This design comes from an exercise in tuning for small area and a short achievable clock period on the open sky130 flow, not from production work.
RTL that was checked went through simulation tests only; none was proved equivalent to the original.
Only the layout flow was run in run 5; the RTL was not checked for function there.
Power and IR drop assume default switching activity.

File: flow/run.sh
#!/bin/bash
# The standard layout (the standard.sh, every step unchanged), with the
# ports buffered by a plain buffer (buf_4) and a clock tree without dummy
# loads, with clkbuf_16 at its root and upper level and clkbuf_8 at its leaves.
set -euo pipefail
export BUFFER_PORTS_ARGS="-buffer_cell sky130_fd_sc_hd__buf_4"
export CTS_ARGS="-sink_clustering_enable -repair_clock_nets -sink_clustering_size 20 -sink_clustering_max_diameter 60 -buf_list sky130_fd_sc_hd__clkbuf_8 -root_buf sky130_fd_sc_hd__clkbuf_16 -dont_use_dummy_load"
bash standard.sh > standard.log 2>&1
File: standard.sh
#!/bin/bash
# synth_recipe.tcl (not shown) runs the flow's synth.tcl, then flattens the netlist and writes it again
# the make line also repeats each setting of config.mk as NAME=value (left out here)
make -C /OpenROAD-flow-scripts/flow DESIGN_CONFIG=/design/flow/config.mk WORK_HOME=/design/flow/orfs CLKGATE_MAP_FILE= SYNTH_SCRIPT=/design/flow/synth_recipe.tcl "${@:-finish}"
File: config.mk
export PLATFORM = sky130hd
export DESIGN_NAME = matrix_convol
export DESIGN_NICKNAME = matrix_convol
export VERILOG_FILES = /design/flow/design.v
export SDC_FILE = /design/flow/constraint.sdc
export NUM_CORES = 4
export LEC_CHECK = 0
export CAP_MARGIN = 20
export CORE_MARGIN = 2
export CORE_UTILIZATION = 60
export CTS_BUF_LIST = sky130_fd_sc_hd__clkbuf_8
export CTS_CLUSTER_DIAMETER = 60
export CTS_CLUSTER_SIZE = 20
export SLEW_MARGIN = 20
File: constraint.sdc
create_clock -name core_clock -period 11.0 [get_ports {clk}]
set_input_delay 2.2000 -clock core_clock [delete_from_list [all_inputs] [get_ports {clk}]]
set_output_delay 2.2000 -clock core_clock [all_outputs]
set_load 0.01 [all_outputs]
File: design.v
`timescale 1ns / 1ps
module matrix_convol #(parameter m=9, f=3) (clk, rst, a, b, stride, out, done);
input clk, rst;
input [7:0] a, b;
input [3:0] stride;
output reg [15:0] out;
output reg done;
localparam [1:0] S_IDLE = 2'd0, S_LOAD = 2'd1, S_MAC = 2'd2, S_STEP = 2'd3;
reg [1:0] state;
reg [3:0] lr;       
reg [3:0] lc;       
reg [2:0] cc, cr;   
reg       ov;       
reg [3:0] strd;     
reg       upd;      
reg [647:0] xq;     
reg [71:0]  hq;     
reg [8:0]  rs;      
reg [1:0]  r, c;    
reg [7:0]  xr, hr;  
reg [15:0] ps, pc;  
reg [15:0] acc;
wire ld_st   = (state == S_LOAD);
wire mac_st  = (state == S_MAC);
wire step_st = (state == S_STEP);
wire last_e  = (lc == 4'd8);
integer R, j;
always @(posedge clk) begin
    for (R = 0; R < 9; R = R + 1) begin
        for (j = 1; j < 9; j = j + 1)
            xq[(9*R+j)*8 +: 8] <= xq[(9*R+j-1)*8 +: 8];
        if (ld_st && lr == R)
            xq[(9*R)*8 +: 8] <= ~a;
        else
            xq[(9*R)*8 +: 8] <= xq[(9*R+8)*8 +: 8];
    end
    for (j = 1; j < 9; j = j + 1)
        hq[j*8 +: 8] <= hq[(j-1)*8 +: 8];
    if (ld_st && lr == 4'd0)
        hq[7:0] <= ~b;
    else
        hq[7:0] <= hq[71:64];
end
reg [7:0] xt, ht;
always @(*) begin
    xt = {8{~|rs}};
    ht = 8'd0;
    for (R = 0; R < 9; R = R + 1) begin
        xt = xt | ({8{rs[R]}} & xq[(9*R + (3*R)%9)*8 +: 8]);
        ht = ht | ({8{hs[R]}} & hq[R*8 +: 8]);
    end
end
reg [8:0] hs, rs_n;   
reg [1:0] r_n, c_n;
always @(*) begin
    hs = 9'd0;
    case ({cr, cc})
        6'd0: hs = 9'b000000001;
        6'd1: hs = 9'b000000010;
        6'd2: hs = 9'b000000100;
        6'd3: hs = 9'b000001000;
        6'd4: hs = 9'b000010000;
        6'd5: hs = 9'b000100000;
        6'd6: hs = 9'b001000000;
        6'd7: hs = 9'b010000000;
        6'd8: hs = 9'b000001000;
        6'd9: hs = 9'b000010000;
        6'd10: hs = 9'b000100000;
        6'd11: hs = 9'b001000000;
        6'd12: hs = 9'b010000000;
        6'd13: hs = 9'b100000000;
        6'd14: hs = 9'b000000001;
        6'd15: hs = 9'b000000010;
        6'd16: hs = 9'b001000000;
        6'd17: hs = 9'b010000000;
        6'd18: hs = 9'b100000000;
        6'd19: hs = 9'b000000001;
        6'd20: hs = 9'b000000010;
        6'd21: hs = 9'b000000100;
        6'd22: hs = 9'b000001000;
        6'd23: hs = 9'b000010000;
        6'd24: hs = 9'b000000001;
        6'd25: hs = 9'b000000010;
        6'd26: hs = 9'b000000100;
        6'd27: hs = 9'b000001000;
        6'd28: hs = 9'b000010000;
        6'd29: hs = 9'b000100000;
        6'd30: hs = 9'b001000000;
        6'd31: hs = 9'b010000000;
        6'd32: hs = 9'b000001000;
        6'd33: hs = 9'b000010000;
        6'd34: hs = 9'b000100000;
        6'd35: hs = 9'b001000000;
        6'd36: hs = 9'b010000000;
        6'd37: hs = 9'b100000000;
        6'd38: hs = 9'b000000001;
        6'd39: hs = 9'b000000010;
        6'd40: hs = 9'b001000000;
        6'd41: hs = 9'b010000000;
        6'd42: hs = 9'b100000000;
        6'd43: hs = 9'b000000001;
        6'd44: hs = 9'b000000010;
        6'd45: hs = 9'b000000100;
        6'd46: hs = 9'b000001000;
        6'd47: hs = 9'b000010000;
        6'd48: hs = 9'b000000001;
        6'd49: hs = 9'b000000010;
        6'd50: hs = 9'b000000100;
        6'd51: hs = 9'b000001000;
        6'd52: hs = 9'b000010000;
        6'd53: hs = 9'b000100000;
        6'd54: hs = 9'b001000000;
        6'd55: hs = 9'b010000000;
        6'd56: hs = 9'b000001000;
        6'd57: hs = 9'b000010000;
        6'd58: hs = 9'b000100000;
        6'd59: hs = 9'b001000000;
        6'd60: hs = 9'b010000000;
        6'd61: hs = 9'b100000000;
        6'd62: hs = 9'b000000001;
        6'd63: hs = 9'b000000010;
        default: hs = 9'd0;
    endcase
    rs_n = 9'd0; r_n = 2'd0; c_n = 2'd0;
    case ({cr, cc})
        6'd0: begin rs_n = 9'b000000001; r_n = 2'd0; c_n = 2'd2; end
        6'd1: begin rs_n = 9'b000000001; r_n = 2'd0; c_n = 2'd1; end
        6'd2: begin rs_n = 9'b000000001; r_n = 2'd0; c_n = 2'd0; end
        6'd3: begin rs_n = 9'b000000100; r_n = 2'd2; c_n = 2'd2; end
        6'd4: begin rs_n = 9'b000000100; r_n = 2'd2; c_n = 2'd1; end
        6'd5: begin rs_n = 9'b000000100; r_n = 2'd2; c_n = 2'd0; end
        6'd6: begin rs_n = 9'b000000010; r_n = 2'd1; c_n = 2'd2; end
        6'd7: begin rs_n = 9'b000000010; r_n = 2'd1; c_n = 2'd1; end
        6'd8: begin rs_n = 9'b000001000; r_n = 2'd2; c_n = 2'd2; end
        6'd9: begin rs_n = 9'b000001000; r_n = 2'd2; c_n = 2'd1; end
        6'd10: begin rs_n = 9'b000001000; r_n = 2'd2; c_n = 2'd0; end
        6'd11: begin rs_n = 9'b000000100; r_n = 2'd1; c_n = 2'd2; end
        6'd12: begin rs_n = 9'b000000100; r_n = 2'd1; c_n = 2'd1; end
        6'd13: begin rs_n = 9'b000000100; r_n = 2'd1; c_n = 2'd0; end
        6'd14: begin rs_n = 9'b000000010; r_n = 2'd0; c_n = 2'd2; end
        6'd15: begin rs_n = 9'b000000010; r_n = 2'd0; c_n = 2'd1; end
        6'd16: begin rs_n = 9'b000001000; r_n = 2'd1; c_n = 2'd2; end
        6'd17: begin rs_n = 9'b000001000; r_n = 2'd1; c_n = 2'd1; end
        6'd18: begin rs_n = 9'b000001000; r_n = 2'd1; c_n = 2'd0; end
        6'd19: begin rs_n = 9'b000000100; r_n = 2'd0; c_n = 2'd2; end
        6'd20: begin rs_n = 9'b000000100; r_n = 2'd0; c_n = 2'd1; end
        6'd21: begin rs_n = 9'b000000100; r_n = 2'd0; c_n = 2'd0; end
        6'd22: begin rs_n = 9'b000010000; r_n = 2'd2; c_n = 2'd2; end
        6'd23: begin rs_n = 9'b000010000; r_n = 2'd2; c_n = 2'd1; end
        6'd24: begin rs_n = 9'b000001000; r_n = 2'd0; c_n = 2'd2; end
        6'd25: begin rs_n = 9'b000001000; r_n = 2'd0; c_n = 2'd1; end
        6'd26: begin rs_n = 9'b000001000; r_n = 2'd0; c_n = 2'd0; end
        6'd27: begin rs_n = 9'b000100000; r_n = 2'd2; c_n = 2'd2; end
        6'd28: begin rs_n = 9'b000100000; r_n = 2'd2; c_n = 2'd1; end
        6'd29: begin rs_n = 9'b000100000; r_n = 2'd2; c_n = 2'd0; end
        6'd30: begin rs_n = 9'b000010000; r_n = 2'd1; c_n = 2'd2; end
        6'd31: begin rs_n = 9'b000010000; r_n = 2'd1; c_n = 2'd1; end
        6'd32: begin rs_n = 9'b001000000; r_n = 2'd2; c_n = 2'd2; end
        6'd33: begin rs_n = 9'b001000000; r_n = 2'd2; c_n = 2'd1; end
        6'd34: begin rs_n = 9'b001000000; r_n = 2'd2; c_n = 2'd0; end
        6'd35: begin rs_n = 9'b000100000; r_n = 2'd1; c_n = 2'd2; end
        6'd36: begin rs_n = 9'b000100000; r_n = 2'd1; c_n = 2'd1; end
        6'd37: begin rs_n = 9'b000100000; r_n = 2'd1; c_n = 2'd0; end
        6'd38: begin rs_n = 9'b000010000; r_n = 2'd0; c_n = 2'd2; end
        6'd39: begin rs_n = 9'b000010000; r_n = 2'd0; c_n = 2'd1; end
        6'd40: begin rs_n = 9'b001000000; r_n = 2'd1; c_n = 2'd2; end
        6'd41: begin rs_n = 9'b001000000; r_n = 2'd1; c_n = 2'd1; end
        6'd42: begin rs_n = 9'b001000000; r_n = 2'd1; c_n = 2'd0; end
        6'd43: begin rs_n = 9'b000100000; r_n = 2'd0; c_n = 2'd2; end
        6'd44: begin rs_n = 9'b000100000; r_n = 2'd0; c_n = 2'd1; end
        6'd45: begin rs_n = 9'b000100000; r_n = 2'd0; c_n = 2'd0; end
        6'd46: begin rs_n = 9'b010000000; r_n = 2'd2; c_n = 2'd2; end
        6'd47: begin rs_n = 9'b010000000; r_n = 2'd2; c_n = 2'd1; end
        6'd48: begin rs_n = 9'b001000000; r_n = 2'd0; c_n = 2'd2; end
        6'd49: begin rs_n = 9'b001000000; r_n = 2'd0; c_n = 2'd1; end
        6'd50: begin rs_n = 9'b001000000; r_n = 2'd0; c_n = 2'd0; end
        6'd51: begin rs_n = 9'b100000000; r_n = 2'd2; c_n = 2'd2; end
        6'd52: begin rs_n = 9'b100000000; r_n = 2'd2; c_n = 2'd1; end
        6'd53: begin rs_n = 9'b100000000; r_n = 2'd2; c_n = 2'd0; end
        6'd54: begin rs_n = 9'b010000000; r_n = 2'd1; c_n = 2'd2; end
        6'd55: begin rs_n = 9'b010000000; r_n = 2'd1; c_n = 2'd1; end
        6'd59: begin rs_n = 9'b100000000; r_n = 2'd1; c_n = 2'd2; end
        6'd60: begin rs_n = 9'b100000000; r_n = 2'd1; c_n = 2'd1; end
        6'd61: begin rs_n = 9'b100000000; r_n = 2'd1; c_n = 2'd0; end
        6'd62: begin rs_n = 9'b010000000; r_n = 2'd0; c_n = 2'd2; end
        6'd63: begin rs_n = 9'b010000000; r_n = 2'd0; c_n = 2'd1; end
        default: begin rs_n = 9'd0; r_n = 2'd0; c_n = 2'd0; end
    endcase
end
wire first = step_st && lc == 4'd0;           
wire clr   = step_st && lc == 4'd1;           
wire stop  = mac_st && lc == 4'd5;            
always @(posedge clk) begin
    if (first) begin
        rs <= rs_n; r <= r_n; c <= c_n;
    end else if (stop) begin
        rs <= 9'd0;
    end else if (c == 2'd2) begin
        c <= 2'd0;
        if (r == 2'd2) begin r <= 2'd0; rs <= rs >> 2; end
        else begin r <= r + 2'd1; rs <= rs << 1; end
    end else
        c <= c + 2'd1;
end
wire m_pp0_0 = ~(xr[0] | hr[0]);
wire m_pp0_1 = ~(xr[1] | hr[0]);
wire m_pp0_2 = ~(xr[2] | hr[0]);
wire m_pp0_3 = ~(xr[3] | hr[0]);
wire m_pp0_4 = ~(xr[4] | hr[0]);
wire m_pp0_5 = ~(xr[5] | hr[0]);
wire m_pp0_6 = ~(xr[6] | hr[0]);
wire m_pp0_7 = ~(xr[7] | hr[0]);
wire m_pp1_0 = ~(xr[0] | hr[1]);
wire m_pp1_1 = ~(xr[1] | hr[1]);
wire m_pp1_2 = ~(xr[2] | hr[1]);
wire m_pp1_3 = ~(xr[3] | hr[1]);
wire m_pp1_4 = ~(xr[4] | hr[1]);
wire m_pp1_5 = ~(xr[5] | hr[1]);
wire m_pp1_6 = ~(xr[6] | hr[1]);
wire m_pp1_7 = ~(xr[7] | hr[1]);
wire m_pp2_0 = ~(xr[0] | hr[2]);
wire m_pp2_1 = ~(xr[1] | hr[2]);
wire m_pp2_2 = ~(xr[2] | hr[2]);
wire m_pp2_3 = ~(xr[3] | hr[2]);
wire m_pp2_4 = ~(xr[4] | hr[2]);
wire m_pp2_5 = ~(xr[5] | hr[2]);
wire m_pp2_6 = ~(xr[6] | hr[2]);
wire m_pp2_7 = ~(xr[7] | hr[2]);
wire m_pp3_0 = ~(xr[0] | hr[3]);
wire m_pp3_1 = ~(xr[1] | hr[3]);
wire m_pp3_2 = ~(xr[2] | hr[3]);
wire m_pp3_3 = ~(xr[3] | hr[3]);
wire m_pp3_4 = ~(xr[4] | hr[3]);
wire m_pp3_5 = ~(xr[5] | hr[3]);
wire m_pp3_6 = ~(xr[6] | hr[3]);
wire m_pp3_7 = ~(xr[7] | hr[3]);
wire m_pp4_0 = ~(xr[0] | hr[4]);
wire m_pp4_1 = ~(xr[1] | hr[4]);
wire m_pp4_2 = ~(xr[2] | hr[4]);
wire m_pp4_3 = ~(xr[3] | hr[4]);
wire m_pp4_4 = ~(xr[4] | hr[4]);
wire m_pp4_5 = ~(xr[5] | hr[4]);
wire m_pp4_6 = ~(xr[6] | hr[4]);
wire m_pp4_7 = ~(xr[7] | hr[4]);
wire m_pp5_0 = ~(xr[0] | hr[5]);
wire m_pp5_1 = ~(xr[1] | hr[5]);
wire m_pp5_2 = ~(xr[2] | hr[5]);
wire m_pp5_3 = ~(xr[3] | hr[5]);
wire m_pp5_4 = ~(xr[4] | hr[5]);
wire m_pp5_5 = ~(xr[5] | hr[5]);
wire m_pp5_6 = ~(xr[6] | hr[5]);
wire m_pp5_7 = ~(xr[7] | hr[5]);
wire m_pp6_0 = ~(xr[0] | hr[6]);
wire m_pp6_1 = ~(xr[1] | hr[6]);
wire m_pp6_2 = ~(xr[2] | hr[6]);
wire m_pp6_3 = ~(xr[3] | hr[6]);
wire m_pp6_4 = ~(xr[4] | hr[6]);
wire m_pp6_5 = ~(xr[5] | hr[6]);
wire m_pp6_6 = ~(xr[6] | hr[6]);
wire m_pp6_7 = ~(xr[7] | hr[6]);
wire m_pp7_0 = ~(xr[0] | hr[7]);
wire m_pp7_1 = ~(xr[1] | hr[7]);
wire m_pp7_2 = ~(xr[2] | hr[7]);
wire m_pp7_3 = ~(xr[3] | hr[7]);
wire m_pp7_4 = ~(xr[4] | hr[7]);
wire m_pp7_5 = ~(xr[5] | hr[7]);
wire m_pp7_6 = ~(xr[6] | hr[7]);
wire m_pp7_7 = ~(xr[7] | hr[7]);
wire m_s1 = m_pp0_6 ^ m_pp1_5;
wire m_c2 = m_pp0_6 & m_pp1_5;
wire m_s3 = m_pp0_7 ^ m_pp1_6 ^ m_pp2_5;
wire m_c4 = (m_pp0_7 & m_pp1_6) | (m_pp0_7 & m_pp2_5) | (m_pp1_6 & m_pp2_5);
wire m_s5 = m_pp3_4 ^ m_pp4_3;
wire m_c6 = m_pp3_4 & m_pp4_3;
wire m_s7 = m_pp1_7 ^ m_pp2_6 ^ m_pp3_5;
wire m_c8 = (m_pp1_7 & m_pp2_6) | (m_pp1_7 & m_pp3_5) | (m_pp2_6 & m_pp3_5);
wire m_s9 = m_pp4_4 ^ m_pp5_3;
wire m_c10 = m_pp4_4 & m_pp5_3;
wire m_s11 = m_pp2_7 ^ m_pp3_6 ^ m_pp4_5;
wire m_c12 = (m_pp2_7 & m_pp3_6) | (m_pp2_7 & m_pp4_5) | (m_pp3_6 & m_pp4_5);
wire m_s13 = m_pp0_4 ^ m_pp1_3;
wire m_c14 = m_pp0_4 & m_pp1_3;
wire m_s15 = m_pp0_5 ^ m_pp1_4 ^ m_pp2_3;
wire m_c16 = (m_pp0_5 & m_pp1_4) | (m_pp0_5 & m_pp2_3) | (m_pp1_4 & m_pp2_3);
wire m_s17 = m_pp3_2 ^ m_pp4_1;
wire m_c18 = m_pp3_2 & m_pp4_1;
wire m_s19 = m_s1 ^ m_pp2_4 ^ m_pp3_3;
wire m_c20 = (m_s1 & m_pp2_4) | (m_s1 & m_pp3_3) | (m_pp2_4 & m_pp3_3);
wire m_s21 = m_pp4_2 ^ m_pp5_1 ^ m_pp6_0;
wire m_c22 = (m_pp4_2 & m_pp5_1) | (m_pp4_2 & m_pp6_0) | (m_pp5_1 & m_pp6_0);
wire m_s23 = m_s3 ^ m_s5 ^ m_pp5_2;
wire m_c24 = (m_s3 & m_s5) | (m_s3 & m_pp5_2) | (m_s5 & m_pp5_2);
wire m_s25 = m_pp6_1 ^ m_pp7_0 ^ m_c2;
wire m_c26 = (m_pp6_1 & m_pp7_0) | (m_pp6_1 & m_c2) | (m_pp7_0 & m_c2);
wire m_s27 = m_s7 ^ m_s9 ^ m_pp6_2;
wire m_c28 = (m_s7 & m_s9) | (m_s7 & m_pp6_2) | (m_s9 & m_pp6_2);
wire m_s29 = m_pp7_1 ^ m_c4 ^ m_c6;
wire m_c30 = (m_pp7_1 & m_c4) | (m_pp7_1 & m_c6) | (m_c4 & m_c6);
wire m_s31 = m_s11 ^ m_pp5_4 ^ m_pp6_3;
wire m_c32 = (m_s11 & m_pp5_4) | (m_s11 & m_pp6_3) | (m_pp5_4 & m_pp6_3);
wire m_s33 = m_pp7_2 ^ m_c8 ^ m_c10;
wire m_c34 = (m_pp7_2 & m_c8) | (m_pp7_2 & m_c10) | (m_c8 & m_c10);
wire m_s35 = m_pp3_7 ^ m_pp4_6 ^ m_pp5_5;
wire m_c36 = (m_pp3_7 & m_pp4_6) | (m_pp3_7 & m_pp5_5) | (m_pp4_6 & m_pp5_5);
wire m_s37 = m_pp6_4 ^ m_pp7_3 ^ m_c12;
wire m_c38 = (m_pp6_4 & m_pp7_3) | (m_pp6_4 & m_c12) | (m_pp7_3 & m_c12);
wire m_s39 = m_pp4_7 ^ m_pp5_6 ^ m_pp6_5;
wire m_c40 = (m_pp4_7 & m_pp5_6) | (m_pp4_7 & m_pp6_5) | (m_pp5_6 & m_pp6_5);
wire m_s41 = m_pp0_3 ^ m_pp1_2;
wire m_c42 = m_pp0_3 & m_pp1_2;
wire m_s43 = m_s13 ^ m_pp2_2 ^ m_pp3_1;
wire m_c44 = (m_s13 & m_pp2_2) | (m_s13 & m_pp3_1) | (m_pp2_2 & m_pp3_1);
wire m_s45 = m_s15 ^ m_s17 ^ m_pp5_0;
wire m_c46 = (m_s15 & m_s17) | (m_s15 & m_pp5_0) | (m_s17 & m_pp5_0);
wire m_s47 = m_s19 ^ m_s21 ^ m_c16;
wire m_c48 = (m_s19 & m_s21) | (m_s19 & m_c16) | (m_s21 & m_c16);
wire m_s49 = m_s23 ^ m_s25 ^ m_c20;
wire m_c50 = (m_s23 & m_s25) | (m_s23 & m_c20) | (m_s25 & m_c20);
wire m_s51 = m_s27 ^ m_s29 ^ m_c24;
wire m_c52 = (m_s27 & m_s29) | (m_s27 & m_c24) | (m_s29 & m_c24);
wire m_s53 = m_s31 ^ m_s33 ^ m_c28;
wire m_c54 = (m_s31 & m_s33) | (m_s31 & m_c28) | (m_s33 & m_c28);
wire m_s55 = m_s35 ^ m_s37 ^ m_c32;
wire m_c56 = (m_s35 & m_s37) | (m_s35 & m_c32) | (m_s37 & m_c32);
wire m_s57 = m_s39 ^ m_pp7_4 ^ m_c36;
wire m_c58 = (m_s39 & m_pp7_4) | (m_s39 & m_c36) | (m_pp7_4 & m_c36);
wire m_s59 = m_pp5_7 ^ m_pp6_6 ^ m_pp7_5;
wire m_c60 = (m_pp5_7 & m_pp6_6) | (m_pp5_7 & m_pp7_5) | (m_pp6_6 & m_pp7_5);
wire m_s61 = m_pp0_2 ^ m_pp1_1;
wire m_c62 = m_pp0_2 & m_pp1_1;
wire m_s63 = m_s41 ^ m_pp2_1 ^ m_pp3_0;
wire m_c64 = (m_s41 & m_pp2_1) | (m_s41 & m_pp3_0) | (m_pp2_1 & m_pp3_0);
wire m_s65 = m_s43 ^ m_pp4_0 ^ m_c42;
wire m_c66 = (m_s43 & m_pp4_0) | (m_s43 & m_c42) | (m_pp4_0 & m_c42);
wire m_s67 = m_s45 ^ m_c14 ^ m_c44;
wire m_c68 = (m_s45 & m_c14) | (m_s45 & m_c44) | (m_c14 & m_c44);
wire m_s69 = m_s47 ^ m_c18 ^ m_c46;
wire m_c70 = (m_s47 & m_c18) | (m_s47 & m_c46) | (m_c18 & m_c46);
wire m_s71 = m_s49 ^ m_c22 ^ m_c48;
wire m_c72 = (m_s49 & m_c22) | (m_s49 & m_c48) | (m_c22 & m_c48);
wire m_s73 = m_s51 ^ m_c26 ^ m_c50;
wire m_c74 = (m_s51 & m_c26) | (m_s51 & m_c50) | (m_c26 & m_c50);
wire m_s75 = m_s53 ^ m_c30 ^ m_c52;
wire m_c76 = (m_s53 & m_c30) | (m_s53 & m_c52) | (m_c30 & m_c52);
wire m_s77 = m_s55 ^ m_c34 ^ m_c54;
wire m_c78 = (m_s55 & m_c34) | (m_s55 & m_c54) | (m_c34 & m_c54);
wire m_s79 = m_s57 ^ m_c38 ^ m_c56;
wire m_c80 = (m_s57 & m_c38) | (m_s57 & m_c56) | (m_c38 & m_c56);
wire m_s81 = m_s59 ^ m_c40 ^ m_c58;
wire m_c82 = (m_s59 & m_c40) | (m_s59 & m_c58) | (m_c40 & m_c58);
wire m_s83 = m_pp6_7 ^ m_pp7_6 ^ m_c60;
wire m_c84 = (m_pp6_7 & m_pp7_6) | (m_pp6_7 & m_c60) | (m_pp7_6 & m_c60);
always @(posedge clk) begin
    xr  <= xt;
    hr  <= ht;
    ps  <= {1'b0, m_pp7_7, m_s83, m_s81, m_s79, m_s77, m_s75, m_s73, m_s71, m_s69, m_s67, m_s65, m_s63, m_s61, m_pp0_1, m_pp0_0};
    pc  <= {1'b0, m_c84, m_c82, m_c80, m_c78, m_c76, m_c74, m_c72, m_c70, m_c68, m_c66, m_c64, m_c62, m_pp2_0, m_pp1_0, 1'b0};
    acc <= clr ? 16'd0 : acc + ps + pc;
end
always @(posedge clk) begin
    if (rst)
        state <= S_IDLE;
    else case (state)
        S_IDLE: state <= S_LOAD;
        S_LOAD: state <= (lr == 4'd9) ? S_MAC : S_LOAD;
        S_MAC:  state <= S_STEP;
        default: state <= (ov || (cc == 3'd6 && cr == 3'd6 && last_e)) ? S_IDLE : S_MAC;
    endcase
end
wire take = mac_st && last_e;
wire keep = ld_st || (state[1] && !take);
always @(posedge clk) begin
    out  <= (acc & {16{take}}) | (out & {16{keep}});
    done <= state[1] && last_e;
end
wire [4:0] ccs = cc + strd;
wire [4:0] crs = cr + strd;
always @(posedge clk) begin
    strd <= stride;
    upd  <= step_st && last_e;
end
always @(posedge clk) begin
    case (state)
        S_IDLE: begin
            lr <= 4'd0; lc <= 4'd0;
            cc <= 3'd0; cr <= 3'd0; ov <= 1'b0;
        end
        S_LOAD: begin
            if (lr == 4'd9) lc <= 4'd0;
            else if (last_e) begin lc <= 4'd0; lr <= lr + 4'd1; end
            else lc <= lc + 4'd1;
        end
        S_MAC: begin
            if (upd) begin
                if (cc != 3'd6) begin
                    cc <= ccs[2:0];
                    ov <= ccs > 5'd6;
                end else begin
                    cc <= 3'd0;
                    if (cr != 3'd6) begin
                        cr <= crs[2:0];
                        ov <= crs > 5'd6;
                    end else
                        cr <= 3'd0;
                end
            end
        end
        default: begin
            lc <= last_e ? 4'd0 : lc + 4'd1;
        end
    endcase
end
endmodule
==> results of run 1 <==
area by class of cell:
| cell class | instances | area share [%] |
|---|---|---|
| clock buffer | 51 | 3.140 |
| inverter | 47 | 0.7306 |
| multi-input combinational | 722 | 21.99 |
| sequential | 833 | 70.22 |
| tap | 511 | 2.648 |
| timing repair buffer | 41 | 1.275 |
registers in the layout, summed over array words and instances, names as in the netlist, 8 cells and up:
| register | cells |
|---|---|
| hr | 8 |
| hq | 72 |
| xq | 648 |
| rs | 9 |
| xr | 8 |
| ps | 15 |
| out | 16 |
| pc | 14 |
| acc | 16 |
per-stage QoR:
step                      power (uW)  hold WS, ns  util [%]
after floorplan                 5030       0.3096         -
after global placement          5399       0.3096     62.51
after detailed placement        5452       0.3121     62.51
after CTS                       6731       0.2891     64.54
after global routing            7088       0.2876     64.56
final                           6659       0.2850     64.56
cell usage after synthesis, types with 3 or more instances:
| library cell | number |
|---|---|
| dfxtp_1 | 805 |
| nand2_1 | 111 |
| nor2_1 | 89 |
| o21ai_0 | 89 |
| fa_1 | 52 |
| inv_1 | 47 |
| ha_1 | 40 |
| a21oi_1 | 39 |
| a22o_1 | 31 |
| clkbuf_1 | 31 |
| edfxtp_1 | 28 |
| a22oi_1 | 26 |
| or2_2 | 26 |
| a222oi_1 | 19 |
| nor3_1 | 17 |
| nor2b_1 | 15 |
| a221oi_1 | 13 |
| nand4_1 | 12 |
| nand3_1 | 11 |
| mux2i_1 | 8 |
| nand2b_1 | 8 |
| and3_1 | 7 |
| xnor2_1 | 7 |
| xor2_1 | 7 |
| and2_1 | 6 |
| buf_2 | 6 |
| a211oi_1 | 5 |
| buf_1 | 5 |
| nand3b_1 | 5 |
| nand4b_1 | 5 |
| o21a_1 | 5 |
| o32ai_1 | 5 |
| a21o_1 | 4 |
| buf_4 | 4 |
| mux2_2 | 4 |
| o22ai_1 | 4 |
| a31oi_1 | 3 |
| mux2_4 | 3 |
| o211ai_1 | 3 |
| o311ai_2 | 3 |
| or3_1 | 3 |
how the worst min path moves through the flow:
stage | depth (start not counted) | slack (ns) | to | startpoint
final | 0 | 0.28 | xq[513] | xq[505]
after global routing | 0 | 0.29 | xq[617] | xq[609]
after CTS | 0 | 0.29 | xq[513] | xq[505]
after detailed placement | 0 | 0.31 | xq[237] | xq[229]
after global placement | 0 | 0.31 | xq[50] | xq[42]
after floorplan | 0 | 0.31 | xq[100] | xq[92]
cell families after synthesis:
group / Yosys count
DFF: 833
and+or+nand+nor: 330
AOI/OAI and AO/OA: 270
buffers and inverters: 94
adders and majority gates: 92
muxes: 16
xor gates and xnor gates: 14
cells in the final DEF, fill, tap and decap left out, types with 26 or more instances in the layout:
master and count:
dfxtp_1 805, nand2_1 111, o21ai_0 89, nor2_1 89
fa_1 52, inv_1 47, clkbuf_8 46, buf_4 41
ha_1 40, a21oi_1 39, a22o_1 31, edfxtp_1 28
or2_2 26, a22oi_1 26
metal layers:
layer / wire length [um] / vias to the layer above / GRT usage, %
met1: 19360 / 5445 / 29.58
met5: 8 / - / 0
met4: 800 / 2 / 6.488
met3: 1628 / 65 / 3.236
met2: 16850 / 198 / 31.03
li1: - / 5618 / -
power groups by stage:
stage	sequential, uW	clock (uW)	combinational [uW]
3_3_place_gp	4000	0	1400
3_5_place_dp	4010	0	1440
2_1_floorplan	3840	0	1190
5_1_grt	4000	1440	1640
6_report	3940	1290	1430
4_1_cts	3950	1340	1440
==> flow_summary.toml, run 1 <==
[setup_path]
slowest_stage = "dfxtp_1"
max_stage_delay_ns = 0.37
critPathLaunch = "out[1]"
crit_cells = 1
r2r-end = "acc[15]"
worstRegToRegCells = 10
crit_buf_inv = 1
crit_family = "flip-flops"
path_class = "reg -> out"
rrSetupSlack_ns = 7.95
critPathLaunchType = "flop"
reg2reg_from = "ps[1]"
cp_max_fo = 2
cp.arrival_ns = 1.07
cp-endpoint = "out[1]"
crit_path_end_kind = "output port"
path_cells = "buf_4"
cp.required_ns = 8.80

[detailed_routing]
first_pass_iters = 8
wl_per_cell_um = 17.53
drc = 0
wl_um = 38650
drt_iter0_drc = 744
via_per_inst = 5.137
ant_nets = 0
via_count = 11330

[power]
comb_power_share_pct = 21.4
netSwitchingFraction_pct = 28.84
p_sw_uw = 1921
internal-power_uw = 4738
leakagePower_uw = 0.009782
vdd_drop_max_v = 0.0001766
p_clk_share_pct = 19.4
power_density_nw_per_um2 = 275.8
power_frac_seq_pct = 59.2

[layout]
fin_cells = 2205
seqCellArea_um2 = 16960
finalNetCount = 1810
drive_above_1_share_pct = 7.969
multi_input_area_um2 = 5309
nFillCells = 2860
n_antenna_cell = 0
fin_area_um2 = 24150
area_delta_synth_final_pct = 6.719

[timing]
period_needed_ns = 3.270
max_freq_mhz = 305.8
rsz0062_at_grt = "no"
fin_ws_ns = 7.730
hold_viol = 0
timing.final.crit_share_pct = 29.73
tightest_slew_ns = 1.019
setup_viol = 0
fin_setup_tns_ns = 0
finalMaxSlewViolations = 0
slew_headroom_pct = 32.07
fin_skew_ns = 0.05995

[logic_synthesis]
ys.flop_type = "dfxtp_1"
synth-async-reset-ratio_pct = 0
syn_avg_cell_area_um2 = 13.72
synth_top_area_share_pct = 71.22
synth-seq-cells = 833
synth_top_family_by_area = "compound AO/OA/AOI/OAI gates"
ys_types = 69
synth_warnings = 1
synthXorXnorAreaFrac_pct = 0.5419
syn-cell-area_um2 = 22630
synth_top_cell_by_area = "dfxtp_1"
syn_nets = 1763
synth-edff-count = 28
synth.area.top_cells = "dfxtp_1 (71%), fa_1 (4.6%), edfxtp_1 (3.7%)"
synth-compound-area-share_pct = 8.212
synth_fa_ha_area_share_pct = 6.813
yosysSeqAreaShare_pct = 74.94
synthMuxAreaShare_pct = 0.8129
yosys.area_share.simple_pct = 6.990
synthCells = 1649

[clock_tree]
cts_setup_buffers = 0
cts_root_buf = "clkbuf_16"
hold_buffers = 0
cts_buffer_depth = 3
numCtsBuffers = 51
cts_tree = "yes"
clock_sinks = 833
cts_resized = 0
path_clk_slew_ns = 0.11
cts_max_level = 2
clk_latency_ns = 0.57

[place]
hpwl_um = 25750
gp_congestion = 0.8673
io_buffers = 38
place_ws_ns = 7.953
dpl-instance-area_um2 = 23380
placed_cells = 2154

[global_route]
grt_overflow = 0
grt_pass1_vias = 11310
grt_pass1_wl_um = 60740
grt.total_usage_pct = 20.23
grt_start_max_net_pins = 33
antenna_found_initial = 1

[die]
io_pins = 39
coreArea_um2 = 37400
die_w_um = 198.2
placementRows = 71
start_util_pct = 60.50
die_y_um = 198.2
dieArea_um2 = 39280

[min_path]
min_path_type = "reg -> reg"

[status]
status = "complete, no violations"

[run]
cap_violations = 0
==> inputs of run 2 (changes only) <==
--- a/config.mk
+++ b/config.mk
@@ -7,5 +7,6 @@
 export LEC_CHECK = 0
+export ABC_AREA = 1
 export CAP_MARGIN = 20
 export CORE_MARGIN = 2
-export CORE_UTILIZATION = 60
+export CORE_UTILIZATION = 40
 export CTS_BUF_LIST = sky130_fd_sc_hd__clkbuf_8
==> run 2 against run 1 <==
Still clean. Total power grew 2.9%. Core utilization is 21 points lower. First-iteration DRC count decreased by 11%. Sequential power is 3% higher. Sequential cell count stayed put. Critical path type unchanged.
==> flow_summary.toml, run 2 <==
[die]
coreArea_um2 = 56710
die_w_um = 244.0
die_y_um = 244.0
placementRows = 87
start_util_pct = 40.63
dieArea_um2 = 59540
io_pins = 39

[place]
place_ws_ns = 8.062
gp_congestion = 0.8436
io_buffers = 38
hpwl_um = 29260

[logic_synthesis]
synth-edff-count = 28
syn_avg_cell_area_um2 = 12.17
synth-compound-area-share_pct = 4.898
synth.most_common_cell = "dfxtp_1"
yosys.area_share.simple_pct = 11.27
synthMuxAreaShare_pct = 0.1303
synth.area.top_cells = "dfxtp_1 (70%), fa_1 (4.5%), edfxtp_1 (3.6%)"
synth_top_family_by_area = "simple AND/OR/NAND/NOR gates"
syn_nets = 2007
synth_fa_ha_area_share_pct = 6.690
synth_common_cells = "dfxtp_1 (805), nand2_1 (215), nor2_1 (168)"
synth-async-reset-ratio_pct = 0
yosysSeqAreaShare_pct = 73.59
synthCells = 1893
synth_top_area_share_pct = 69.94
ys.flop_type = "dfxtp_1"
synth_top_cell_by_area = "dfxtp_1"
synthXorXnorAreaFrac_pct = 0.1901
synth_warnings = 1
synth-seq-cells = 833
syn-cell-area_um2 = 23040
ys_types = 49

[clock_tree]
cts_resized = 0
clk_latency_ns = 0.60
hold_buffers = 0
cts_buffer_depth = 3
cts_setup_buffers = 0
path_clk_slew_ns = 0.10
cts_max_level = 2
cts_root_buf = "clkbuf_16"
cts_tree = "yes"
clock_sinks = 833
numCtsBuffers = 54

[setup_path]
cp_max_fo = 2
cp-endpoint = "out[15]"
cp.arrival_ns = 1.02
crit_family = "flip-flops"
slowest_stage = "dfxtp_1"
critPathLaunch = "out[15]"
worstRegToRegCells = 6
reg2reg_from = "state[1]"
cp.required_ns = 8.80
max_stage_delay_ns = 0.34
critPathLaunchType = "flop"
path_cells = "buf_4"
crit_buf_inv = 1
r2r-end = "rs[7]"
path_class = "reg -> out"
crit_cells = 1
rrSetupSlack_ns = 8.08
crit_path_end_kind = "output port"

[layout]
reg_top3 = "xq x648, hq x72"
area_delta_synth_final_pct = 7.836
final_common_cell = "dfxtp_1"
n_antenna_cell = 0
largest_register_ffs = 648
regMostFlops = "xq"
mostFrequentLayoutCells = "dfxtp_1 (805), nand2_1 (215), nor2_1 (168)"
finalNetCount = 2056
drive_above_1_share_pct = 7.010

[timing]
max_freq_mhz = 310.2
fin_ws_ns = 7.777
whs_ns = 0.2677
timing.final.crit_share_pct = 29.30
hold_viol = 0
fin_setup_tns_ns = 0
period_needed_ns = 3.223
fin_skew_ns = 0.1292
finalMaxSlewViolations = 0
slew_headroom_pct = 28.37
tightest_slew_ns = 1.071
rsz0062_at_grt = "no"
setup_viol = 0

[global_route]
grt_overflow = 0
grt_pass1_vias = 12510
antenna_found_initial = 0
grt_start_max_net_pins = 21
grt_pass1_wl_um = 67970
grt.total_usage_pct = 14.59

[min_path]
min_path_type = "reg -> reg"

[detailed_routing]
via_count = 12240
via_per_inst = 4.540
first_pass_iters = 5
drt_iter0_drc = 661
ant_nets = 0
wl_per_cell_um = 15.91
wl_um = 42900
drc = 0

[power]
power_uw = 6850
power_density_nw_per_um2 = 275.7
leakagePower_uw = 0.01055
vdd_drop_max_v = 0.0001446

[status]
status = "complete, no violations"

[run]
cap_violations = 0
run 2: area by class of cell:
class	count	area, um^2
Inverter	134	503.0
Tap cell	756	945.9
Sequential cell	833	16960
Timing Repair Buffer	40	300.3
Multi-Input combinational cell	879	5341
Clock buffer	54	799.5
Fill cell	5194	31870
run 2: per-stage QoR:
stage	utilization, %	instances	instance area [um^2]
5_1_grt	43.81	2696	24850
3_3_place_gp	42.40	2642	24050
6_report	43.81	2696	24850
4_1_cts	43.81	2696	24850
2_1_floorplan	-	1893	23040
3_5_place_dp	42.40	2642	24050
run 2: worst min-delay path by stage:
stage                          to  slack, ns  startpoint  cells past startpoint
after floorplan           xq[100]       0.31      xq[92]                      0
after global placement    xq[302]       0.31     xq[294]                      0
after detailed placement  xq[264]       0.31     xq[256]                      0
after CTS                  hq[18]       0.27      hq[10]                      0
after global routing       hq[12]       0.26       hq[4]                      0
final                      hq[12]       0.27       hq[4]                      0
run 2: kinds of logic (layout without fill, tap and decap cells):
kind of cell | after synthesis | in the layout
flip-flops | 833 | 833
AO/OA/AOI/OAI | 200 | 200
AND/OR/NAND/NOR | 579 | 579
multiplexers | 3 | 3
XOR/XNOR | 5 | 5
buffers and inverters | 181 | 228
adder cells (fa/ha/maj) | 92 | 92
run 2: where the power goes:
part / internal [uW] / switching [uW] / leakage [uW]
logic: 545 / 913 / 0.00317
clock network: 485 / 852 / 0.000414
registers: 3710 / 347 / 0.00697
total: 4740 / 2110 / 0.0106
run 2: metal layers:
metal  part of all wire, %  vias up  track usage [%]
li1                      -     6129                -
met3                   4.7       72            2.831
met1                    49     5832            20.23
met4                   2.2        0            4.071
met5                     0        -                0
met2                    44      208            23.29
==> inputs of run 3 (changes only) <==
--- a/config.mk
+++ b/config.mk
@@ -7,3 +7,2 @@
 export LEC_CHECK = 0
-export ABC_AREA = 1
 export CAP_MARGIN = 20
==> run 3 against run 2 <==
Design area shrank 1.4%. Global-route usage shrank 1.0 points. Still clean on timing, DRC and antenna. Non-clock buffer count grew 3. Clock power is essentially flat. Largest cell class unchanged. Sequential share of layout area grew 0.94 points.
==> flow_summary.toml, run 3 <==
[status]
status = "complete, no violations"

[logic_synthesis]
synthCells = 1649
synth.most_common_cell = "dfxtp_1"
yosysSeqAreaShare_pct = 74.94
syn_avg_cell_area_um2 = 13.72
synth-seq-cells = 833
syn-cell-area_um2 = 22630
synth.area.top_cells = "dfxtp_1 (71%), fa_1 (4.6%), edfxtp_1 (3.7%)"
synth_top_area_share_pct = 71.22
ys.flop_type = "dfxtp_1"
synth_common_cells = "dfxtp_1 (805), nand2_1 (111), nor2_1 (89), o21ai_0 (89), fa_1 (52)"
synth_warnings = 1
synth-async-reset-ratio_pct = 0
syn_nets = 1763
synth_top_cell_by_area = "dfxtp_1"
ys_types = 69
synth-edff-count = 28

[timing]
fin_ws_ns = 7.784
tightest_slew_ns = 0.9689
fin_setup_tns_ns = 0
period_needed_ns = 3.216
setup_viol = 0
finalMaxSlewViolations = 0
slew_headroom_pct = 35.41
hold_viol = 0
fin_skew_ns = 0.09819
max_freq_mhz = 311.0
timing.final.crit_share_pct = 29.23
rsz0062_at_grt = "no"

[die]
dieArea_um2 = 58480
die_w_um = 241.8
io_pins = 39
placementRows = 87
die_y_um = 241.8
start_util_pct = 40.28
coreArea_um2 = 56170

[detailed_routing]
ant_nets = 0
drc = 0
drt_iter0_drc = 666
wl_um = 39410
first_pass_iters = 6
via_count = 11400
via_per_inst = 4.640
wl_per_cell_um = 16.04

[power]
power_density_nw_per_um2 = 273.7
power_uw = 6707
power_frac_seq_pct = 58.6
internal-power_uw = 4772
leakagePower_uw = 0.009811
p_clk_share_pct = 19.9
p_sw_uw = 1936
vdd_drop_max_v = 0.0001435
netSwitchingFraction_pct = 28.86
comb_power_share_pct = 21.5

[min_path]
min_path_type = "reg -> reg"

[layout]
finalNetCount = 1816
mostFrequentLayoutCells = "dfxtp_1 (805), nand2_1 (111), o21ai_0 (89), nor2_1 (89), fa_1 (52)"
area_delta_synth_final_pct = 8.322
final_util_pct = 43.64
regMostFlops = "xq"
drive_above_1_share_pct = 8.294
reg_top3 = "xq x648, hq x72"
final_common_cell = "dfxtp_1"
fin_area_um2 = 24510
largest_register_ffs = 648

[clock_tree]
hold_buffers = 0
path_clk_slew_ns = 0.10
clock_sinks = 833
clk_latency_ns = 0.58
numCtsBuffers = 55
cts_resized = 0
cts_root_buf = "clkbuf_16"
cts_buffer_depth = 3
cts_setup_buffers = 0
cts_max_level = 2
cts_tree = "yes"

[global_route]
grt_overflow = 0
grt_pass1_vias = 11230
grt.total_usage_pct = 13.58
grt_pass1_wl_um = 62960
grt_start_max_net_pins = 45
antenna_found_initial = 1

[setup_path]
crit_buf_inv = 1
max_stage_delay_ns = 0.34
cp.arrival_ns = 1.02
cp.required_ns = 8.80
path_cells = "buf_4"
path_class = "reg -> out"
critPathLaunchType = "flop"
slowest_stage = "dfxtp_1"
rrSetupSlack_ns = 8.05
crit_family = "flip-flops"
crit_path_end_kind = "output port"
cp_max_fo = 2

[run]
cap_violations = 0

[place]
place_ws_ns = 7.985
gp_congestion = 0.8568
io_buffers = 38
dpl-instance-area_um2 = 23690
hpwl_um = 26100
## run 3: cell count changes after synthesis, sizes merged, moves of 19 or more
cell | previous run | this run
a21oi | 81 | 39
a222oi | 0 | 19
a22o | 6 | 31
a22oi | 0 | 26
inv | 133 | 47
nand2 | 220 | 111
nand3 | 165 | 11
nor2 | 173 | 89
or2 | 3 | 27
## run 3: metrics by stage
step	hold WS [ns]	cells
final	0.2692	2457
after global routing	0.2692	2457
after CTS	0.2688	2456
after detailed placement	0.3121	2401
after global placement	0.3100	2401
after floorplan	0.3096	1649
## run 3: final cells by class
cell class / instances / area, um^2
Clock buffer: 55 / 813.3
Sequential cell: 833 / 16960
Tap cell: 756 / 945.9
Inverter: 47 / 176.4
Multi-Input combinational cell: 722 / 5293
Timing Repair Buffer: 43 / 322.8
Antenna cell: 1 / 2.502
Fill cell: 5125 / 31660
## run 3: path summary, 6_finish.rpt
| kind | cells past startpoint | from | end |
|---|---|---|---|
| worst max-delay path | 1 | out[14] | out[14] |
| worst min-delay path | 0 | xq[180] | xq[188] |
| worst max register to register | 6 | hr[3] | ps[8] |
| worst min register to register | 0 | xq[180] | xq[188] |
## run 3: per-layer routing
| layer | global-route usage [%] | vias to the layer above | share of wire [%] |
|---|---|---|---|
| li1 | - | 5629 | - |
| met5 | 0 | - | 0 |
| met1 | 18.88 | 5513 | 49 |
| met2 | 21.38 | 191 | 44 |
| met3 | 2.397 | 67 | 4.0 |
| met4 | 4.702 | 0 | 2.4 |
## run 3: logic make-up after synthesis
group	after synthesis	share of synthesized area (%)
AOI/OAI and AO/OA	270	8.212
DFF	833	74.94
xor gates and xnor gates	14	0.5419
buffers and inverters	94	1.692
muxes	16	0.8128
and+or+nand+nor	330	6.990
adders and majority gates	92	6.813
## run 3: power groups by stage
| stage | sequential, uW | clock (uW) | combinational (uW) |
|---|---|---|---|
| floorplan | 3840 | 0 | 1190 |
| global placement | 3990 | 0 | 1420 |
| detailed placement | 4010 | 0 | 1450 |
| CTS | 3940 | 1390 | 1460 |
| global route | 4000 | 1500 | 1660 |
| finish | 3930 | 1330 | 1440 |
==> inputs of run 4 (changes only) <==
==> flow/run.sh (replaced) <==
#!/bin/bash
# The standard layout (the standard.sh, every step unchanged), with the
# ports buffered by a plain buffer (buf_4) and a clock tree without dummy
# loads, with clkbuf_16 at its root and upper level and clkbuf_8 at its
# leaves; timing repair aims at a 3.05 ns period.
set -euo pipefail
export BUFFER_PORTS_ARGS="-buffer_cell sky130_fd_sc_hd__buf_4"
export CTS_ARGS="-sink_clustering_enable -repair_clock_nets -sink_clustering_size 20 -sink_clustering_max_diameter 60 -buf_list sky130_fd_sc_hd__clkbuf_8 -root_buf sky130_fd_sc_hd__clkbuf_16 -dont_use_dummy_load"
export SETUP_SLACK_MARGIN=7.95
bash standard.sh > standard.log 2>&1
==> run 4 against run 3 <==
Wire length grew 0.20%. Final cell count grew 0.41%. Die area unchanged. Fmax rose by 0.66%. First-iteration DRC count rose by 11%. Count of clock-buffer cells in the layout unchanged. Register-to-register slack about the same. Critical path type unchanged.
==> flow_summary.toml, run 4 <==
[status]
status = "complete, no violations"

[timing]
finalMaxSlewViolations = 0
tightest_slew_ns = 0.9844
timing.final.crit_share_pct = 29.04
period_needed_ns = 3.195
setup_viol = 0
hold_viol = 0
fin_skew_ns = 0.09818
fin_setup_tns_ns = 0
rsz0062_at_grt = "yes"
slew_headroom_pct = 34.38
max_freq_mhz = 313.0

[place]
hpwl_um = 26100
gp_congestion = 0.8568
placed_cells = 2401
io_buffers = 38

[setup_path]
critPathLaunchType = "flop"
path_class = "reg -> out"
cp.arrival_ns = 0.99
slowest_stage = "dfxtp_2"
crit_path_end_kind = "output port"
crit_buf_inv = 1
crit_family = "flip-flops"
max_stage_delay_ns = 0.33
cp.required_ns = 8.80
cp_max_fo = 2
path_cells = "buf_6"

[layout]
largest_register_ffs = 648
final_common_cell = "dfxtp_1"
reg_top3 = "xq x648, hq x72"
mostFrequentLayoutCells = "dfxtp_1 (788), nand2_1 (111), o21ai_0 (89), nor2_1 (89), fa_1 (52)"
seqCellArea_um2 = 16980
area_delta_synth_final_pct = 9.047
nFillCells = 5097
drive_above_1_share_pct = 9.883
finalNetCount = 1826
multi_input_area_um2 = 5296
fin_cells = 2467
regMostFlops = "xq"

[global_route]
grt_start_max_net_pins = 45
grt_pass1_vias = 11260
grt.total_usage_pct = 13.60
grt_overflow = 0
grt_pass1_wl_um = 63070
antenna_found_initial = 1

[logic_synthesis]
synth_top_area_share_pct = 71.22
synth_warnings = 1
synth.most_common_cell = "dfxtp_1"
ys_types = 69
synth.area.top_cells = "dfxtp_1 (71%), fa_1 (4.6%), edfxtp_1 (3.7%)"
synth-edff-count = 28
syn-cell-area_um2 = 22630
yosysSeqAreaShare_pct = 74.94
syn_avg_cell_area_um2 = 13.72
synthCells = 1649
synth_top_cell_by_area = "dfxtp_1"
synth-seq-cells = 833
ys.flop_type = "dfxtp_1"
synth-async-reset-ratio_pct = 0
syn_nets = 1763
synth_common_cells = "dfxtp_1 (805), nand2_1 (111), nor2_1 (89), o21ai_0 (89), fa_1 (52)"

[clock_tree]
cts_buffer_depth = 3
clock_sinks = 833
cts_max_level = 2
clk_latency_ns = 0.58
cts_tree = "yes"
cts_root_buf = "clkbuf_16"
path_clk_slew_ns = 0.11
numCtsBuffers = 55
hold_buffers = 0

[detailed_routing]
first_pass_iters = 5
drc = 0
drt_iter0_drc = 740
via_per_inst = 4.623
wl_per_cell_um = 16.01
ant_nets = 0
via_count = 11410
wl_um = 39490

[power]
leakagePower_uw = 0.009886
power_density_nw_per_um2 = 272.2
vdd_drop_max_v = 0.0001435

[die]
die_y_um = 241.8
placementRows = 87
coreArea_um2 = 56170
io_pins = 39
die_w_um = 241.8
dieArea_um2 = 58480
start_util_pct = 40.28

[run]
cap_violations = 0

[min_path]
min_path_type = "reg -> reg"
run 4: cell types whose count changed in the layout (fill, tap and decap cells not counted), sizes merged:
cell / before / now
buf: 43 / 53
run 4: path summary, 6_finish.rpt:
kind	cells past startpoint	to	slack, ns	startpoint
min reg2reg	0	xq[188]	0.27	xq[180]
max reg2reg	6	ps[8]	8.06	hr[3]
min	0	xq[188]	0.27	xq[180]
max	1	out[14]	7.81	out[14]
run 4: cells by family (layout without fill, tap and decap cells):
group                      Yosys count  count (layout)  synth area share, %
AOI/OAI and AO/OA                  270             270                8.212
xor gates and xnor gates            14              14               0.5419
buffers and inverters               94             155                1.692
and+or+nand+nor                    330             330                6.990
muxes                               16              16               0.8128
adders and majority gates           92              92                6.813
other                                0               1                    0
DFF                                833             833                74.94
run 4: final cells by class:
type,instances,area share (%)
repair buffers,53,1.871
inverters,47,0.7150
flip-flops and latches,833,68.81
well taps,756,3.834
clock buffers,55,3.296
diodes,1,0.01014
multi-input cells,722,21.47
run 4: worst reg2reg max path, stage by stage, from the launching register on:
cell and delay (ns):
dfxtp_1 0.41, or2_2 0.34, fa_1 0.47, fa_1 0.52, fa_1 0.54, inv_1 0.06
fa_1 0.47
run 4: metal layers:
metal,track usage (%),routed length (um),up-vias
li1,-,-,5650
met1,18.91,19460,5488
met2,21.46,17600,196
met3,2.364,1481,71
met4,4.702,942,0
met5,0,0,-
run 4: through the flow:
stage                     cell area (um^2)  power (uW)  setup slack, ns  utilization (%)  hold slack [ns]
after floorplan                      22630        5030            8.077                -           0.3096
after global placement               23690        5410            8.069            42.18           0.3100
after detailed placement             23690        5460            7.985            42.18           0.3121
after CTS                            24640        6795            7.753            43.87           0.2688
after global routing                 24670        7177            7.748            43.93           0.2692
final                                24670        6717            7.805            43.93           0.2685
run 4: power breakdown:
part           total [uW]  internal [uW]  switching (uW)  leakage [uW]
logic                1450            662             790       0.00250
clock network        1330            493             840      0.000421
registers            3930           3620             311       0.00696
run 4: timing repair:
item / in CTS / in global routing
setup endpoints to repair: 17 / 19
setup buffers: 7 / 3
endpoints found under the hold margin: 0 / 0
resized for setup: 33 / 2
pin swaps: 0 / 1
==> inputs of run 5 (changes only) <==
--- a/design.v
+++ b/design.v
@@ -13,4 +13,2 @@
 reg       ov;       
-reg [3:0] strd;     
-reg       upd;      
 reg [647:0] xq;     
@@ -375,8 +373,4 @@
 end
-wire [4:0] ccs = cc + strd;
-wire [4:0] crs = cr + strd;
-always @(posedge clk) begin
-    strd <= stride;
-    upd  <= step_st && last_e;
-end
+wire [4:0] ccs = cc + stride;
+wire [4:0] crs = cr + stride;
 always @(posedge clk) begin
@@ -393,3 +387,6 @@
         S_MAC: begin
-            if (upd) begin
+        end
+        default: begin
+            lc <= last_e ? 4'd0 : lc + 4'd1;
+            if (last_e) begin
                 if (cc != 3'd6) begin
@@ -407,5 +404,2 @@
         end
-        default: begin
-            lc <= last_e ? 4'd0 : lc + 4'd1;
-        end
     endcase
==> flow/run.sh (replaced) <==
#!/bin/bash
# The standard layout (the standard.sh, every step unchanged), with the
# ports buffered by a plain buffer (buf_4) and a clock tree without dummy
# loads, with clkbuf_16 at its root and upper level and clkbuf_8 at its leaves.
set -euo pipefail
export BUFFER_PORTS_ARGS="-buffer_cell sky130_fd_sc_hd__buf_4"
export CTS_ARGS="-sink_clustering_enable -repair_clock_nets -sink_clustering_size 20 -sink_clustering_max_diameter 60 -buf_list sky130_fd_sc_hd__clkbuf_8 -root_buf sky130_fd_sc_hd__clkbuf_16 -dont_use_dummy_load"
bash standard.sh > standard.log 2>&1
==> run 5 against run 4 <==
Still clean on timing, DRC and antenna. Sequential power increased by 1%. Fmax decreased by 7.6%. Sequential cell count decreased by 5. Worst setup slack got worse by 0.26 ns. Register-to-register slack got worse by 0.16 ns. Largest power group unchanged. Highest routed layer unchanged.
==> flow_summary.toml, run 5 <==
[power]
p_sw_uw = 2125
p_clk_share_pct = 18.5
power_frac_seq_pct = 57.1
comb_power_share_pct = 24.4
leakagePower_uw = 0.009714
power_uw = 6966
vdd_drop_max_v = 0.0001599
internal-power_uw = 4841
netSwitchingFraction_pct = 30.50
power_density_nw_per_um2 = 287.8

[place]
placed_cells = 2368
io_buffers = 38
hpwl_um = 25630
gp_congestion = 0.8211
dpl-instance-area_um2 = 23460

[timing]
whs_ns = 0.2800
fin_setup_tns_ns = 0
hold_viol = 0
tightest_slew_ns = 1.041
timing.final.crit_share_pct = 31.42
slew_headroom_pct = 30.25
finalMaxSlewViolations = 0
setup_viol = 0
rsz0062_at_grt = "no"
fin_skew_ns = 0.05041
period_needed_ns = 3.456
max_freq_mhz = 289.3

[logic_synthesis]
ys_types = 64
yosysSeqAreaShare_pct = 75.34
syn_nets = 1739
synth.most_common_cell = "dfxtp_1"
synth-edff-count = 28
syn-cell-area_um2 = 22370
synth_common_cells = "dfxtp_1 (800), nand2_1 (108), o21ai_0 (84)"
ys.flop_type = "dfxtp_1"
synth-seq-cells = 828
synth_top_area_share_pct = 71.58
synth_warnings = 1
synthCells = 1621
syn_avg_cell_area_um2 = 13.80
synth.area.top_cells = "dfxtp_1 (72%), fa_1 (4.7%), edfxtp_1 (3.8%)"
synth_top_cell_by_area = "dfxtp_1"
synth-async-reset-ratio_pct = 0

[layout]
n_antenna_cell = 0
regMostFlops = "xq"
finalNetCount = 1790
area_delta_synth_final_pct = 8.165
multi_input_area_um2 = 5157
fin_cells = 2418
mostFrequentLayoutCells = "dfxtp_1 (800), nand2_1 (108), o21ai_0 (84)"
reg_top3 = "xq x648, hq x72"
final_common_cell = "dfxtp_1"
seqCellArea_um2 = 16860
nFillCells = 4976
fin_area_um2 = 24200
drive_above_1_share_pct = 7.186
largest_register_ffs = 648

[die]
dieArea_um2 = 57840
die_y_um = 240.5
placementRows = 86
start_util_pct = 40.53
die_w_um = 240.5
io_pins = 39
coreArea_um2 = 55200

[global_route]
grt_pass1_vias = 11470
grt_pass1_wl_um = 63220
grt_start_max_net_pins = 28
antenna_found_initial = 0
grt.total_usage_pct = 14.03
grt_overflow = 0

[clock_tree]
clock_sinks = 828
hold_buffers = 0
cts_buffer_depth = 3
cts_max_level = 2
cts_resized = 0
cts_root_buf = "clkbuf_16"
clk_latency_ns = 0.58
numCtsBuffers = 50
cts_setup_buffers = 0
cts_tree = "yes"
path_clk_slew_ns = 0.11

[setup_path]
path_class = "in -> reg"
critPathLaunchType = "primary input"
max_stage_delay_ns = 0.41
crit_path_end_kind = "flop"
crit_buf_inv = 2
cp.arrival_ns = 3.79
cp_max_fo = 2
path_cells = "buf_4 > ha_1 > inv_1 > fa_1 > xor2_1 > nor3b_1 > nor3_1 > a221oi_1"
crit_family = "adder cells"
cp.required_ns = 11.34
slowest_stage = "fa_1"

[detailed_routing]
first_pass_iters = 5
via_per_inst = 4.634
drc = 0
via_count = 11210
wl_um = 39380
drt_iter0_drc = 689
ant_nets = 0
wl_per_cell_um = 16.29

[run]
cap_violations = 0

[min_path]
min_path_type = "reg -> reg"

[status]
status = "complete, no violations"
==> run 5: changes by cell type after synthesis, sizes merged, moves of 7 or more <==
| cell | before | now |
|---|---|---|
| buf | 16 | 8 |
| a22o | 31 | 24 |
| nor2 | 89 | 79 |
| nand3 | 11 | 20 |
| a21oi | 39 | 24 |
==> run 5: logic make-up (layout without fill, tap and decap cells) <==
group | Yosys count | after routing | share of synthesized area [%]
compound gates | 251 | 251 | 7.555
xor+xnor | 15 | 15 | 0.5872
fa+ha+maj | 96 | 96 | 7.113
buf+inv | 93 | 142 | 1.611
flops | 828 | 828 | 75.34
mux | 19 | 19 | 1.007
simple gates | 319 | 319 | 6.789
==> run 5: metrics by stage <==
step	setup slack [ns]	utilization (%)
after floorplan	7.403	-
after detailed placement	7.042	42.49
after global routing	7.453	43.84
final	7.544	43.84
after CTS	7.610	43.84
after global placement	7.162	42.49
==> run 5: final cells by class <==
class	instances	share of cell area, %
multi-input combinational	700	21.31
sequential	828	69.65
inverter	49	0.7600
tap	748	3.867
clock buffer	50	3.076
timing repair buffer	43	1.334
==> run 5: final timing paths <==
path	from	end	slack (ns)	depth (start not counted)
worst min-delay path	xq[483]	xq[491]	0.28	0
worst max register to register	cc[1]	hr[2]	7.90	8
worst min register to register	xq[483]	xq[491]	0.28	0
worst max-delay path	stride[0]	ov	7.54	8
==> run 5: power groups by stage <==
| stage | logic, uW | clock network [uW] | registers (uW) |
|---|---|---|---|
| after floorplan | 1370 | 0 | 3870 |
| after global routing | 1980 | 1450 | 4050 |
| after global placement | 1640 | 0 | 4030 |
| after detailed placement | 1710 | 0 | 4050 |
| after CTS | 1730 | 1350 | 3990 |
| final | 1700 | 1290 | 3980 |
==> run 5: metal layers <==
metal | up-vias | track usage (%) | share of wire (%)
met5 | - | 0 | 0
met4 | 0 | 5.082 | 2.9
met3 | 64 | 2.239 | 3.8
met2 | 204 | 22.26 | 44
met1 | 5417 | 19.41 | 50
li1 | 5520 | - | -
==> inputs of run 6 (changes only) <==
--- a/design.v
+++ b/design.v
@@ -13,2 +13,4 @@
 reg       ov;       
+reg [3:0] strd;     
+reg       upd;      
 reg [647:0] xq;     
@@ -373,4 +375,8 @@
 end
-wire [4:0] ccs = cc + stride;
-wire [4:0] crs = cr + stride;
+wire [4:0] ccs = cc + strd;
+wire [4:0] crs = cr + strd;
+always @(posedge clk) begin
+    strd <= stride;
+    upd  <= step_st && last_e;
+end
 always @(posedge clk) begin
@@ -387,6 +393,3 @@
         S_MAC: begin
-        end
-        default: begin
-            lc <= last_e ? 4'd0 : lc + 4'd1;
-            if (last_e) begin
+            if (upd) begin
                 if (cc != 3'd6) begin
@@ -404,2 +407,5 @@
         end
+        default: begin
+            lc <= last_e ? 4'd0 : lc + 4'd1;
+        end
     endcase
==> flow/run.sh (replaced) <==
#!/bin/bash
# The standard layout (the standard.sh, every step unchanged), with the
# ports buffered by a plain buffer (buf_2) and a clock tree without dummy
# loads, with clkbuf_16 at its root and upper level and clkbuf_8 at its leaves.
set -euo pipefail
export BUFFER_PORTS_ARGS="-buffer_cell sky130_fd_sc_hd__buf_2"
export CTS_ARGS="-sink_clustering_enable -repair_clock_nets -sink_clustering_size 20 -sink_clustering_max_diameter 60 -buf_list sky130_fd_sc_hd__clkbuf_8 -root_buf sky130_fd_sc_hd__clkbuf_16 -dont_use_dummy_load"
bash standard.sh > standard.log 2>&1
==> run 6 against run 5 <==
Critical endpoint is now out[1]. Sequential cell count rose by 5. Clock power barely moved. Count of clock-buffer cells in the layout rose by 3.
==> flow_summary.toml, run 6 <==
[status]
status = "complete, no violations"

[timing]
fin_ws_ns = 7.758
slew_headroom_pct = 36.60
max_freq_mhz = 308.5
timing.final.crit_share_pct = 29.47
period_needed_ns = 3.242
hold_viol = 0
setup_viol = 0
fin_skew_ns = 0.1085
finalMaxSlewViolations = 0
rsz0062_at_grt = "no"
tightest_slew_ns = 0.9510
fin_setup_tns_ns = 0

[detailed_routing]
drt_iter0_drc = 795
via_count = 11370
wl_per_cell_um = 16.14
ant_nets = 0
drc = 0
first_pass_iters = 5
via_per_inst = 4.633
wl_um = 39600

[layout]
drive_above_1_share_pct = 8.186
mostFrequentLayoutCells = "dfxtp_1 (805), nand2_1 (111), o21ai_0 (89), nor2_1 (89), fa_1 (52)"
final_common_cell = "dfxtp_1"
finalNetCount = 1814
fin_area_um2 = 24380
reg_top3 = "xq x648, hq x72"
regMostFlops = "xq"
largest_register_ffs = 648
n_antenna_cell = 0
area_delta_synth_final_pct = 7.769

[power]
leakagePower_uw = 0.009781
vdd_drop_max_v = 0.0001204
power_density_nw_per_um2 = 274.6
p_clk_share_pct = 19.8
power_uw = 6696
netSwitchingFraction_pct = 29.01
internal-power_uw = 4753
p_sw_uw = 1943
power_frac_seq_pct = 58.8
comb_power_share_pct = 21.5

[die]
dieArea_um2 = 58480
start_util_pct = 40.28
coreArea_um2 = 56170
die_y_um = 241.8
die_w_um = 241.8
placementRows = 87
io_pins = 39

[setup_path]
slowest_stage = "dfxtp_1"
critPathLaunchType = "flop"
path_class = "reg -> out"
cp.arrival_ns = 1.04
crit_path_end_kind = "output port"
path_cells = "buf_2"
crit_buf_inv = 1
cp_max_fo = 2
crit_family = "flip-flops"
max_stage_delay_ns = 0.35
cp.required_ns = 8.80

[clock_tree]
cts_setup_buffers = 0
cts_buffer_depth = 3
clk_latency_ns = 0.58
numCtsBuffers = 53
hold_buffers = 0
cts_root_buf = "clkbuf_16"
cts_resized = 0
cts_max_level = 2
path_clk_slew_ns = 0.11
cts_tree = "yes"
clock_sinks = 833

[global_route]
antenna_found_initial = 1
grt.total_usage_pct = 13.53
grt_pass1_wl_um = 62790
grt_pass1_vias = 11360
grt_start_max_net_pins = 45
grt_overflow = 0

[place]
gp_congestion = 0.8412
place_ws_ns = 8.022
io_buffers = 38
hpwl_um = 25970
dpl-instance-area_um2 = 23600

[logic_synthesis]
synth.most_common_cell = "dfxtp_1"
synth.area.top_cells = "dfxtp_1 (71%), fa_1 (4.6%), edfxtp_1 (3.7%)"
synth-seq-cells = 833
synth_top_cell_by_area = "dfxtp_1"
syn-cell-area_um2 = 22630
ys_types = 69
synthCells = 1649
synth-edff-count = 28
syn_avg_cell_area_um2 = 13.72
ys.flop_type = "dfxtp_1"
yosysSeqAreaShare_pct = 74.94
synth_top_area_share_pct = 71.22
synth_warnings = 1
synth-async-reset-ratio_pct = 0
synth_common_cells = "dfxtp_1 (805), nand2_1 (111), nor2_1 (89), o21ai_0 (89), fa_1 (52)"
syn_nets = 1763

[run]
cap_violations = 0

[min_path]
min_path_type = "reg -> reg"
-- run 6: worst paths after layout --
path	startpoint	end	slack (ns)	depth (start not counted)
setup / recovery	out[1]	out[1]	7.76	1
hold / removal	xq[164]	xq[172]	0.25	0
setup reg to reg	ps[1]	acc[15]	7.98	10
hold reg to reg	xq[164]	xq[172]	0.25	0
-- run 6: routing by layer --
layer	part of all wire [%]	GRT usage, %	routed length [um]	vias up
li1	-	-	-	5624
met1	50	19.11	19720	5475
met5	0	0	0	-
met2	43	20.88	17170	198
met4	2.5	4.321	1001	0
met3	4.3	2.775	1709	72
-- run 6: cell type report --
type | instances | area, um^2
tap | 756 | 945.9
clock buffer | 53 | 785.8
multi-input combinational | 722 | 5293
inverter | 47 | 176.4
sequential | 833 | 16960
fill | 5177 | 31780
timing repair buffer | 43 | 227.7
-- run 6: kinds of logic after synthesis --
family                     synth area share [%]
AOI/OAI and AO/OA                         8.212
xor gates and xnor gates                 0.5419
adders and majority gates                 6.813
buffers and inverters                     1.692
muxes                                    0.8128
DFF                                       74.94
and+or+nand+nor                           6.990
-- run 6: per-stage QoR --
| step | std cells | util (%) | hold slack, ns |
|---|---|---|---|
| 2_1_floorplan | 1649 | - | 0.3096 |
| 3_3_place_gp | 2401 | 42.01 | 0.3096 |
| 3_5_place_dp | 2401 | 42.01 | 0.3121 |
| 4_1_cts | 2454 | 43.41 | 0.2472 |
| 5_1_grt | 2454 | 43.41 | 0.2400 |
| 6_report | 2454 | 43.41 | 0.2476 |
-- run 6: power groups by stage --
| stage | combinational, uW | clock (uW) | sequential (uW) |
|---|---|---|---|
| 6_report | 1440 | 1320 | 3940 |
| 5_1_grt | 1660 | 1490 | 4000 |
| 4_1_cts | 1450 | 1390 | 3940 |
| 3_5_place_dp | 1450 | 0 | 4010 |
| 3_3_place_gp | 1410 | 0 | 3990 |
| 2_1_floorplan | 1190 | 0 | 3840 |

-- re-timing with driven ports --
The results above use ideal ports. As a check the final layouts listed here were re-extracted and re-timed, cells and wires unchanged.
Step 1 sets driving cells, clkbuf_16 on the clock port and buf_2 on the other inputs (assumed; they add their load-dependent delay and slew).
Step 2 times the ports against the registers' clock, not the clock port: input delays grow and output delays shrink by t, the midpoint of the rising clock arrivals with the driver on.
a / b / c = no drivers / after step 1 / after step 2; a / b = the first two.
run	shift t [ns]	setup slack, ns	worst setup path at the end
run 1	0.594	7.730 / 7.674 / 7.954	register to register
run 2	0.591	7.777 / 7.721 / 8.084	register to register
run 3	0.597	7.784 / 7.724 / 8.055	register to register
run 4	0.597	7.805 / 7.745 / 8.056	register to register
run 5	0.603	7.544 / 7.572 / 6.969	input to register
run 6	0.588	7.758 / 7.702 / 7.984	register to register
After both steps every run listed still meets setup and hold. For run 5, which loses most, drivers alone change the setup slack by +0.028 ns; drivers and shift together by -0.575 ns.
